This design comes from an exercise in tuning for small area and a short achievable clock period on the open sky130 flow, not from production work.
In this exercise RTL edits were held to simulation tests only and were not proved equivalent to the original.
The clock port is modelled as an ideal driver; clocking choices that lean on that would not hold on a real chip.
Power and IR drop assume default switching activity.

## memory_unit
module memory_unit(
    input CLK, RESET,  
    input [3:0] ADDR,  
    input [7:0] DATA_IN,  
    input READ, WRITE,  
    input [7:0] SEARCH_KEY,  
    output reg [7:0] DATA_OUT,  
    output reg [7:0] SEARCH_RESULT  
);
Size: ~500 cells after synthesis, roughly 210 flip-flops, roughly 40 I/O pins, roughly 9000 sq um of cells after synthesis.
clock: 4.0 ns
lec_check: 0
cap_margin: 20
core_margin: 2
core_utilization: 40
setup_slack_margin: 2.2
slew_margin: 20
standard.sh (not shown) runs the stock make flow with config.mk's settings and CLKGATE_MAP_FILE= SYNTH_SCRIPT=/design/flow/synth_recipe.tcl, a recipe that flattens the netlist after the stock synthesis.
==> flow/flow/run.sh <==
#!/bin/bash
# Own layout flow: the standard synthesis, then the standard ORFS steps with
# extra make variables (flow/make_args.txt, one NAME=VALUE per line; @FLOW@ is
# replaced by this folder's absolute path, for hook scripts).
set -uo pipefail
here=$(cd "$(dirname "$0")" && pwd)
mapfile -t args < <(grep -v '^\s*#' "$here/make_args.txt" | grep -v '^\s*$' | sed "s#@FLOW@#$here#g")
printf '%s\n' "${args[@]}" > make_args_used.log
bash standard.sh synth > synth.log 2>&1 || exit 1
bash standard.sh "${args[@]}" finish > layout.log 2>&1
==> flow/flow/make_args.txt <==
MATCH_CELL_FOOTPRINT=0
BUFFER_PORTS_ARGS=-buffer_cell sky130_fd_sc_hd__buf_2
CTS_ARGS=-sink_clustering_enable -repair_clock_nets -dont_use_dummy_load -buf_list sky130_fd_sc_hd__clkbuf_8 -sink_clustering_size 16 -sink_clustering_max_diameter 50
PRE_CTS_TCL=@FLOW@/pre_cts.tcl
==> flow/flow/pre_cts.tcl <==
# Upsize the output registers and the output port buffers: the paths from the
# output registers to the ports are the slowest in the design.
set block [ord::get_db_block]
set master_ff [[ord::get_db] findMaster sky130_fd_sc_hd__dfrtp_4]
set master_buf [[ord::get_db] findMaster sky130_fd_sc_hd__buf_4]
foreach inst [$block getInsts] {
  if {[[$inst getMaster] getName] eq "sky130_fd_sc_hd__dfrtp_1"} {
    $inst swapMaster $master_ff
  }
}
foreach bterm [$block getBTerms] {
  if {[$bterm getIoType] ne "OUTPUT"} { continue }
  foreach iterm [[$bterm getNet] getITerms] {
    if {[$iterm isOutputSignal]} { [$iterm getInst] swapMaster $master_buf }
  }
}
The first run ran to the end with no violations.
Rerun with:
==> flow/flow/run.sh (replaced) <==
#!/bin/bash
# Own layout flow: the standard synthesis, then the standard ORFS steps with
# extra make variables (flow/make_args.txt, one NAME=VALUE per line).
set -uo pipefail
here=$(cd "$(dirname "$0")" && pwd)
mapfile -t args < <(grep -v '^\s*#' "$here/make_args.txt" | grep -v '^\s*$')
printf '%s\n' "${args[@]}" > make_args_used.log
bash standard.sh synth > synth.log 2>&1 || exit 1
bash standard.sh "${args[@]}" finish > layout.log 2>&1
==> flow/flow/make_args.txt (replaced) <==
MATCH_CELL_FOOTPRINT=0
BUFFER_PORTS_ARGS=-buffer_cell sky130_fd_sc_hd__buf_2
CTS_ARGS=-sink_clustering_enable -repair_clock_nets -dont_use_dummy_load -buf_list sky130_fd_sc_hd__clkbuf_8 -sink_clustering_size 16 -sink_clustering_max_diameter 50
- CORE_UTILIZATION: 40 -> 60
removed: flow/flow/pre_cts.tcl
- The new run produced a clean layout
- worst hold slack gains 0.089 ns
- die area came out lower by 33%
- utilization came out higher by 23 points
- combinational power came out lower by about 3%
- sequential cell count does not change
- worst setup slack loses 0.032 ns
- synthesized cell count is unchanged
- final cell count came out lower by 11%
- power came out lower by 1.8%
- via count came out higher by 1.5%
- clock-buffer cell count came out lower by 1
Rerun with:
- CORE_UTILIZATION: 60 -> 40
Result: The changed run passed the timing, design-rule and antenna checks. Power rises by 1.2%. Non-clock buffer count came out lower by 6. Worst setup slack improved by 0.083 ns. Clock skew is higher by 0.029 ns. Cell count goes up by 11%.

red:
Another version of the RTL of memory_unit (not shown whole).
For scale: roughly 40 I/O pins, roughly 0.0089 mm2 of cells after synthesis.
// memory_unit
module memory_unit(
    input CLK, RESET,  
    input [3:0] ADDR,  
    input [7:0] DATA_IN,  
    input READ, WRITE,  
    input [7:0] SEARCH_KEY,  
    output reg [7:0] DATA_OUT,  
    output reg [7:0] SEARCH_RESULT  
);
Settings: LEC_CHECK=0, CAP_MARGIN=20, CORE_MARGIN=2, CORE_UTILIZATION=40, SETUP_SLACK_MARGIN=2.2, SLEW_MARGIN=20, SYNTH_HIERARCHICAL=1; clock period 4.0 ns.
==> flow/flow/run.sh <==
#!/bin/bash
# Own layout flow: the standard synthesis, then the standard ORFS steps with
# extra make variables (flow/make_args.txt, one NAME=VALUE per line; @FLOW@ is
# replaced by this folder's absolute path, for hook scripts).
set -uo pipefail
here=$(cd "$(dirname "$0")" && pwd)
mapfile -t args < <(grep -v '^\s*#' "$here/make_args.txt" | grep -v '^\s*$' | sed "s#@FLOW@#$here#g")
printf '%s\n' "${args[@]}" > make_args_used.log
bash standard.sh synth > synth.log 2>&1 || exit 1
bash standard.sh "${args[@]}" finish > layout.log 2>&1
==> flow/flow/downsize.tcl <==
# Start every combinational cell at its smallest drive strength; the timing
# repair that follows sizes up what the clock period needs.
set db [ord::get_db]
set n 0
foreach inst [[ord::get_db_block] getInsts] {
  set m [[$inst getMaster] getName]
  if {![regexp {^(sky130_fd_sc_hd__([a-z0-9]+))_([0-9]+)$} $m -> base kind size]} { continue }
  if {$size == 1} { continue }
  if {[string match {*df*} $kind] || [string match {dl*} $kind] || [string match {clk*} $kind] || [string match {conb} $kind] || [string match {tap*} $kind]} { continue }
  set small [$db findMaster ${base}_1]
  if {$small eq "NULL" || $small eq ""} { continue }
  $inst swapMaster $small
  incr n
}
puts "downsize: $n cells set to drive strength 1"
==> flow/flow/make_args.txt <==
MATCH_CELL_FOOTPRINT=0
BUFFER_PORTS_ARGS=-buffer_cell sky130_fd_sc_hd__buf_2
CTS_ARGS=-sink_clustering_enable -repair_clock_nets -dont_use_dummy_load -buf_list sky130_fd_sc_hd__clkbuf_8 -sink_clustering_size 16 -sink_clustering_max_diameter 50
POST_FLOORPLAN_TCL=@FLOW@/downsize.tcl
[inputs] blue vs red
diff --git a/flow/flow/make_args.txt b/flow/flow/make_args.txt
--- a/flow/flow/make_args.txt
+++ b/flow/flow/make_args.txt
@@ -4 +4,4 @@
 POST_FLOORPLAN_TCL=@FLOW@/downsize.tcl
+PRE_GLOBAL_ROUTE_TCL=@FLOW@/recover_margin.tcl
+RECOVER_POWER=100
+RECOVER_SLACK_MARGIN=2.1
==> flow/flow/post_cts.tcl (new file) <==
# Flatten the clock tree to two levels: the root buffer (the only cell the CLK
# port drives) drives the leaf buffers directly, which drive the registers. The
# branching buffers between them are removed, and the root is a clkbuf_16. All
# registers keep the same number of buffers on their clock path.
set block [ord::get_db_block]
proc out_net {inst} {
  foreach it [$inst getITerms] { if {[$it isOutputSignal]} { return [$it getNet] } }
  return ""
}
proc is_clkbuf {inst} { string match sky130_fd_sc_hd__clkbuf_* [[$inst getMaster] getName] }
set clk [$block findNet CLK]
set root ""
foreach it [$clk getITerms] { set root [$it getInst] }
set n0 [out_net $root]
set changed 1
while {$changed} {
  set changed 0
  foreach it [$n0 getITerms] {
    if {![$it isInputSignal]} { continue }
    set b [$it getInst]
    if {![is_clkbuf $b]} { continue }
    set n1 [out_net $b]
    # collapse b only if everything it drives is a clock buffer
    set all_bufs 1
    foreach l [$n1 getITerms] {
      if {[$l isInputSignal] && ![is_clkbuf [$l getInst]]} { set all_bufs 0 }
    }
    if {!$all_bufs} { continue }
    foreach l [$n1 getITerms] {
      if {[$l isInputSignal]} { $l disconnect; $l connect $n0 }
    }
    foreach bt [$b getITerms] { $bt disconnect }
    odb::dbInst_destroy $b
    odb::dbNet_destroy $n1
    set changed 1
    break
  }
}
$root swapMaster [[ord::get_db] findMaster sky130_fd_sc_hd__clkbuf_16]
puts "post_cts: root [$root getName] drives [expr {[llength [$n0 getITerms]] - 1}] clock buffers"
detailed_placement
check_placement -verbose
==> flow/flow/pre_cts.tcl (new file) <==
# Upsize the output port buffers.
set block [ord::get_db_block]
set master_buf [[ord::get_db] findMaster sky130_fd_sc_hd__buf_4]
foreach bterm [$block getBTerms] {
  if {[$bterm getIoType] ne "OUTPUT"} { continue }
  foreach iterm [[$bterm getNet] getITerms] {
    if {[$iterm isOutputSignal]} { [$iterm getInst] swapMaster $master_buf }
  }
}
==> flow/flow/recover_margin.tcl (new file) <==
# Make the power/area recovery after global routing keep the same setup slack
# margin as the timing repair: it then only downsizes cells whose paths keep at
# least RECOVER_SLACK_MARGIN ns of slack.
rename repair_timing my_repair_timing_orig
proc repair_timing {args} {
  if {[lsearch $args -recover_power] >= 0} {
    lappend args -slack_margin $::env(RECOVER_SLACK_MARGIN)
  }
  my_repair_timing_orig {*}$args
}
Findings:
Compared with red, blue shows hold slack lower by 0.018 ns. Looking at fmax, blue sits about 30% lower than red does. Lower static leakage power goes to blue over red. Lower final area was reported by blue, not red. Wire: blue routes more than red.
Relative to blue, the following input files were edited for green:
==> flow/flow/make_args.txt <==
MATCH_CELL_FOOTPRINT=0
BUFFER_PORTS_ARGS=-buffer_cell sky130_fd_sc_hd__buf_2
CTS_ARGS=-sink_clustering_enable -repair_clock_nets -dont_use_dummy_load -buf_list sky130_fd_sc_hd__clkbuf_8 -sink_clustering_size 20 -sink_clustering_max_diameter 60
POST_FLOORPLAN_TCL=@FLOW@/downsize.tcl
diff --git a/flow/flow/recover_margin.tcl b/flow/flow/recover_margin.tcl
--- a/flow/flow/recover_margin.tcl
+++ b/flow/flow/recover_margin.tcl
@@ -6,3 +6,3 @@
   if {[lsearch $args -recover_power] >= 0} {
-    lappend args -slack_margin $::env(RECOVER_SLACK_MARGIN)
+    lappend args -setup_margin $::env(RECOVER_SLACK_MARGIN)
   }
==> run notes <==
From blue to green the numbers moved as follows: post-route minimum period fell 0.80 ns; non-clock buffer count went down 2; maximum frequency rose by about 40%; setup slack after layout now larger.
Setup changes, green to orange
==> flow/flow/make_args.txt <==
MATCH_CELL_FOOTPRINT=0
BUFFER_PORTS_ARGS=-buffer_cell sky130_fd_sc_hd__buf_2
CTS_ARGS=-sink_clustering_enable -repair_clock_nets -dont_use_dummy_load -buf_list sky130_fd_sc_hd__clkbuf_8 -sink_clustering_size 16 -sink_clustering_max_diameter 50
POST_FLOORPLAN_TCL=@FLOW@/downsize.tcl
diff --git a/flow/config.mk b/flow/config.mk
--- a/flow/config.mk
+++ b/flow/config.mk
@@ -10,3 +10,3 @@
 export CORE_UTILIZATION = 40
-export SETUP_SLACK_MARGIN = 2.2
+export SETUP_SLACK_MARGIN = 2.3
 export SLEW_MARGIN = 20
Findings:
- Worst setup slack (higher): green
- Diff green -> orange | hold slack | decrease of 0.0050 ns
- Between green and orange, total clock buffers created by CTS increased.
- | global-route wire length before repair | orange vs green | 1.5% higher |
- Last element of the critical path: DATA_OUT[4] -> green, DATA_OUT[2] -> orange
- Vias: orange more than green
- Overall die height across orange and green: no real change.
- In the tables for orange and green, multi-input combinational cell area reads higher with orange.
- Between orange and green, number of buffers inserted to repair setup after CTS is higher for orange, green comes in under that.
- For orange, the beginning of the critical path was DATA_OUT[2]$_DFF_PP0_, unlike green, where it was DATA_OUT[4]$_DFF_PP0_.
- The worst endpoint data arrival time was comparable across orange and green.

RTL: one of the versions met above, not the one the previous note started from.
Size: ~500 cells after synthesis, roughly 40 I/O pins, about 0.0090 mm² of cells after synthesis.
make LEC_CHECK=0 CAP_MARGIN=20 CORE_MARGIN=2 CORE_UTILIZATION=40 SETUP_SLACK_MARGIN=2.6 SLEW_MARGIN=20 finish   # period 4.0 ns
run.sh (not shown) runs the stock make flow with config.mk's settings and CLKGATE_MAP_FILE= SYNTH_SCRIPT=/design/flow/synth_recipe.tcl, a recipe that flattens the netlist after the stock synthesis.
Stock flow here: none of the scripts above is used.
==> next run, changes <==
==> flow/flow/run.sh (new file) <==
#!/bin/bash
# Own layout flow: the standard synthesis, then the standard ORFS steps with
# extra make variables (flow/make_args.txt, one NAME=VALUE per line).
set -uo pipefail
here=$(cd "$(dirname "$0")" && pwd)
mapfile -t args < <(grep -v '^\s*#' "$here/make_args.txt" | grep -v '^\s*$')
printf '%s\n' "${args[@]}" > make_args_used.log
bash standard.sh synth > synth.log 2>&1 || exit 1
bash standard.sh "${args[@]}" finish > layout.log 2>&1
==> flow/flow/make_args.txt (new file) <==
MATCH_CELL_FOOTPRINT=0
BUFFER_PORTS_ARGS=-buffer_cell sky130_fd_sc_hd__buf_2
CTS_ARGS=-sink_clustering_enable -repair_clock_nets -dont_use_dummy_load -buf_list sky130_fd_sc_hd__clkbuf_8 -sink_clustering_size 16 -sink_clustering_max_diameter 50
==> flow/standard.sh (new file) <==
#!/bin/bash
# synth_recipe.tcl (not shown) runs the flow's synth.tcl, then flattens the netlist and writes it again
# the make line also repeats each setting of config.mk as NAME=value (left out here)
make -C /OpenROAD-flow-scripts/flow DESIGN_CONFIG=/design/flow/config.mk WORK_HOME=/design/flow/orfs CLKGATE_MAP_FILE= SYNTH_SCRIPT=/design/flow/synth_recipe.tcl "${@:-finish}"
Settings changed: CORE_UTILIZATION 40 to 70, PLACE_DENSITY from default to 0.8, SETUP_SLACK_MARGIN 2.6 to 2.2.
removed: flow/run.sh
Effect:
- The changed run completed with no timing, DRC or antenna violations
- global-route usage rises by 14 points
- cell area came out lower by roughly a tenth
- hold slack improves by 9.6 ps
- worst setup slack is worse by 60 ps
- area after synthesis stays the same
- sequential share of layout area grows by 5.6 points
- first-iteration DRC count climbs by well over a third
- fmax drops by a few percent
- clock skew is higher by 26 ps
- power falls by a quarter to a third
- via count rises by a few percent
==> next run, changes <==
==> flow/run.sh (new file) <==
#!/bin/bash
# synth_recipe.tcl (not shown) runs the flow's synth.tcl, then flattens the netlist and writes it again
# the make line also repeats each setting of config.mk as NAME=value (left out here)
make -C /OpenROAD-flow-scripts/flow DESIGN_CONFIG=/design/flow/config.mk WORK_HOME=/design/flow/orfs CLKGATE_MAP_FILE= SYNTH_SCRIPT=/design/flow/synth_recipe.tcl finish
Settings changed: CORE_UTILIZATION 70 to 40, PLACE_DENSITY 0.8 to default.
removed: flow/flow/run.sh
removed: flow/flow/make_args.txt
removed: flow/standard.sh
Outcome: Total power climbs by 30%. Maximum frequency climbs by 3.1%. Worst setup slack gets better by 60 ps. Non-clock buffer count climbs by 4.
==> next run, changes <==
==> flow/flow/run.sh (new file) <==
#!/bin/bash
# Own layout flow: the standard synthesis, then the standard ORFS steps with
# extra make variables (flow/make_args.txt, one NAME=VALUE per line).
set -uo pipefail
here=$(cd "$(dirname "$0")" && pwd)
mapfile -t args < <(grep -v '^\s*#' "$here/make_args.txt" | grep -v '^\s*$')
printf '%s\n' "${args[@]}" > make_args_used.log
bash standard.sh synth > synth.log 2>&1 || exit 1
bash standard.sh "${args[@]}" finish > layout.log 2>&1
==> flow/flow/make_args.txt (new file) <==
MATCH_CELL_FOOTPRINT=0
BUFFER_PORTS_ARGS=-buffer_cell sky130_fd_sc_hd__buf_2
CTS_ARGS=-sink_clustering_enable -repair_clock_nets -dont_use_dummy_load -buf_list sky130_fd_sc_hd__clkbuf_16 -sink_clustering_size 30 -sink_clustering_max_diameter 100
==> flow/standard.sh (new file) <==
#!/bin/bash
# synth_recipe.tcl (not shown) runs the flow's synth.tcl, then flattens the netlist and writes it again
# the make line also repeats each setting of config.mk as NAME=value (left out here)
make -C /OpenROAD-flow-scripts/flow DESIGN_CONFIG=/design/flow/config.mk WORK_HOME=/design/flow/orfs CLKGATE_MAP_FILE= SYNTH_SCRIPT=/design/flow/synth_recipe.tcl "${@:-finish}"
removed: flow/run.sh
Register-to-register slack is worse by 90 ps.
Maximum frequency went up by 1.3%.
Design area decreases by 4.5%.
Final cell count goes down by 4.3%.
Power is lower by 23%.
Sequential share of layout area went up by 2.6 points.
Synthesized cell count does not change.
Global-route usage increases by 1.3 points.
Count of clock-buffer cells in the layout came out lower by 22.
Wire length grows by 6.4%.
==> next run, changes <==
==> flow/flow/run.sh (replaced) <==
#!/bin/bash
# Own layout flow: the standard synthesis, then the standard ORFS steps with
# extra make variables (flow/make_args.txt, one NAME=VALUE per line; @FLOW@ is
# replaced by this folder's absolute path, for hook scripts).
set -uo pipefail
here=$(cd "$(dirname "$0")" && pwd)
mapfile -t args < <(grep -v '^\s*#' "$here/make_args.txt" | grep -v '^\s*$' | sed "s#@FLOW@#$here#g")
printf '%s\n' "${args[@]}" > make_args_used.log
bash standard.sh synth > synth.log 2>&1 || exit 1
bash standard.sh "${args[@]}" finish > layout.log 2>&1
==> flow/flow/make_args.txt (replaced) <==
MATCH_CELL_FOOTPRINT=0
BUFFER_PORTS_ARGS=-buffer_cell sky130_fd_sc_hd__buf_2
CTS_ARGS=-sink_clustering_enable -repair_clock_nets -dont_use_dummy_load -buf_list sky130_fd_sc_hd__clkbuf_8 -sink_clustering_size 16 -sink_clustering_max_diameter 50
PRE_CTS_TCL=@FLOW@/pre_cts.tcl
RECOVER_POWER=100
==> flow/flow/pre_cts.tcl (new file) <==
# Upsize the output registers and the output port buffers: the paths from the
# output registers to the ports are the slowest in the design.
set block [ord::get_db_block]
set master_ff [[ord::get_db] findMaster sky130_fd_sc_hd__dfrtp_4]
set master_buf [[ord::get_db] findMaster sky130_fd_sc_hd__buf_4]
foreach inst [$block getInsts] {
  if {[[$inst getMaster] getName] eq "sky130_fd_sc_hd__dfrtp_1"} {
    $inst swapMaster $master_ff
  }
}
foreach bterm [$block getBTerms] {
  if {[$bterm getIoType] ne "OUTPUT"} { continue }
  foreach iterm [[$bterm getNet] getITerms] {
    if {[$iterm isOutputSignal]} { [$iterm getInst] swapMaster $master_buf }
  }
}
Result:
- synthesized cell count is unchanged
- total power grows by 1.1%
- register-to-register slack got worse by 70 ps
- worst setup slack got worse by 930 ps
- sequential share of layout area grows by 3.3 points
- clock power grows by about 7%
- cell area shrinks by 4.7%
- die area stays the same

-- afterwards: timing with drivers on the ports --
No port has a modelled driver above. Below, the same layouts with a new extraction and two added sets of constraints.
Step 1, drivers: a clkbuf_16 drives CLK and a buf_2 each remaining input, both assumed.
Step 2 also shifts input and output timing later by t, the mid clock arrival at the registers, as if the neighbouring blocks saw the same clock.
Three values: no drivers, after step 1, after step 2; two values: the first two.
| run | shift t [ns] | setup slack, ns | worst hold slack (ns) | worst setup path at the end | latest minus earliest clock arrival (ns) |
|---|---|---|---|---|---|
| the first run of note 1 | 0.570 | 2.000 / 1.925 / 1.355 | 0.379 / 0.375 / 0.619 | input to register | 0.072 / 0.072 |
| the second run of note 1 | 0.545 | 1.969 / 1.871 / 1.326 | 0.468 / 0.449 / 0.579 | input to register | 0.041 / 0.041 |
| the third run of note 1 | 0.568 | 2.052 / 1.937 / 1.369 | 0.386 / 0.381 / 0.595 | input to register | 0.078 / 0.077 |
| red | 0.546 | 2.120 / 2.081 / 1.614 | 0.436 / 0.418 / 0.518 | input to register | 0.055 / 0.055 |
| blue | 0.550 | 1.331 / 1.338 / 0.788 | 0.419 / 0.402 / 0.526 | input to register | 0.051 / 0.051 |
| green | 0.527 | 2.127 / 2.083 / 1.612 | 0.447 / 0.426 / 0.539 | input to register | 0.057 / 0.056 |
| orange | 0.547 | 2.115 / 2.076 / 1.610 | 0.442 / 0.425 / 0.531 | input to register | 0.055 / 0.055 |
| the first run of note 3 | 0.548 | 2.023 / 1.800 / 1.252 | 0.383 / 0.366 / 0.601 | input to register | 0.021 / 0.022 |
| the second run of note 3 | 0.532 | 1.963 / 1.877 / 1.345 | 0.393 / 0.381 / 0.521 | input to register | 0.045 / 0.045 |
| the third run of note 3 | 0.550 | 2.023 / 1.805 / 1.255 | 0.393 / 0.371 / 0.597 | input to register | 0.021 / 0.021 |
| the fourth run of note 3 | 0.507 | 2.048 / 1.859 / 1.352 | 0.444 / 0.439 / 0.604 | input to register | 0.036 / 0.036 |
| the fifth run of note 3 | 0.569 | 1.118 / 1.056 / 0.487 | 0.603 / 0.603 / 0.603 | input to register | 0.075 / 0.074 |
After both steps every run listed still meets setup and hold. The setup slack of the first run of note 3, which loses most, moves by -0.223 ns with the drivers and by -0.771 ns with both steps.
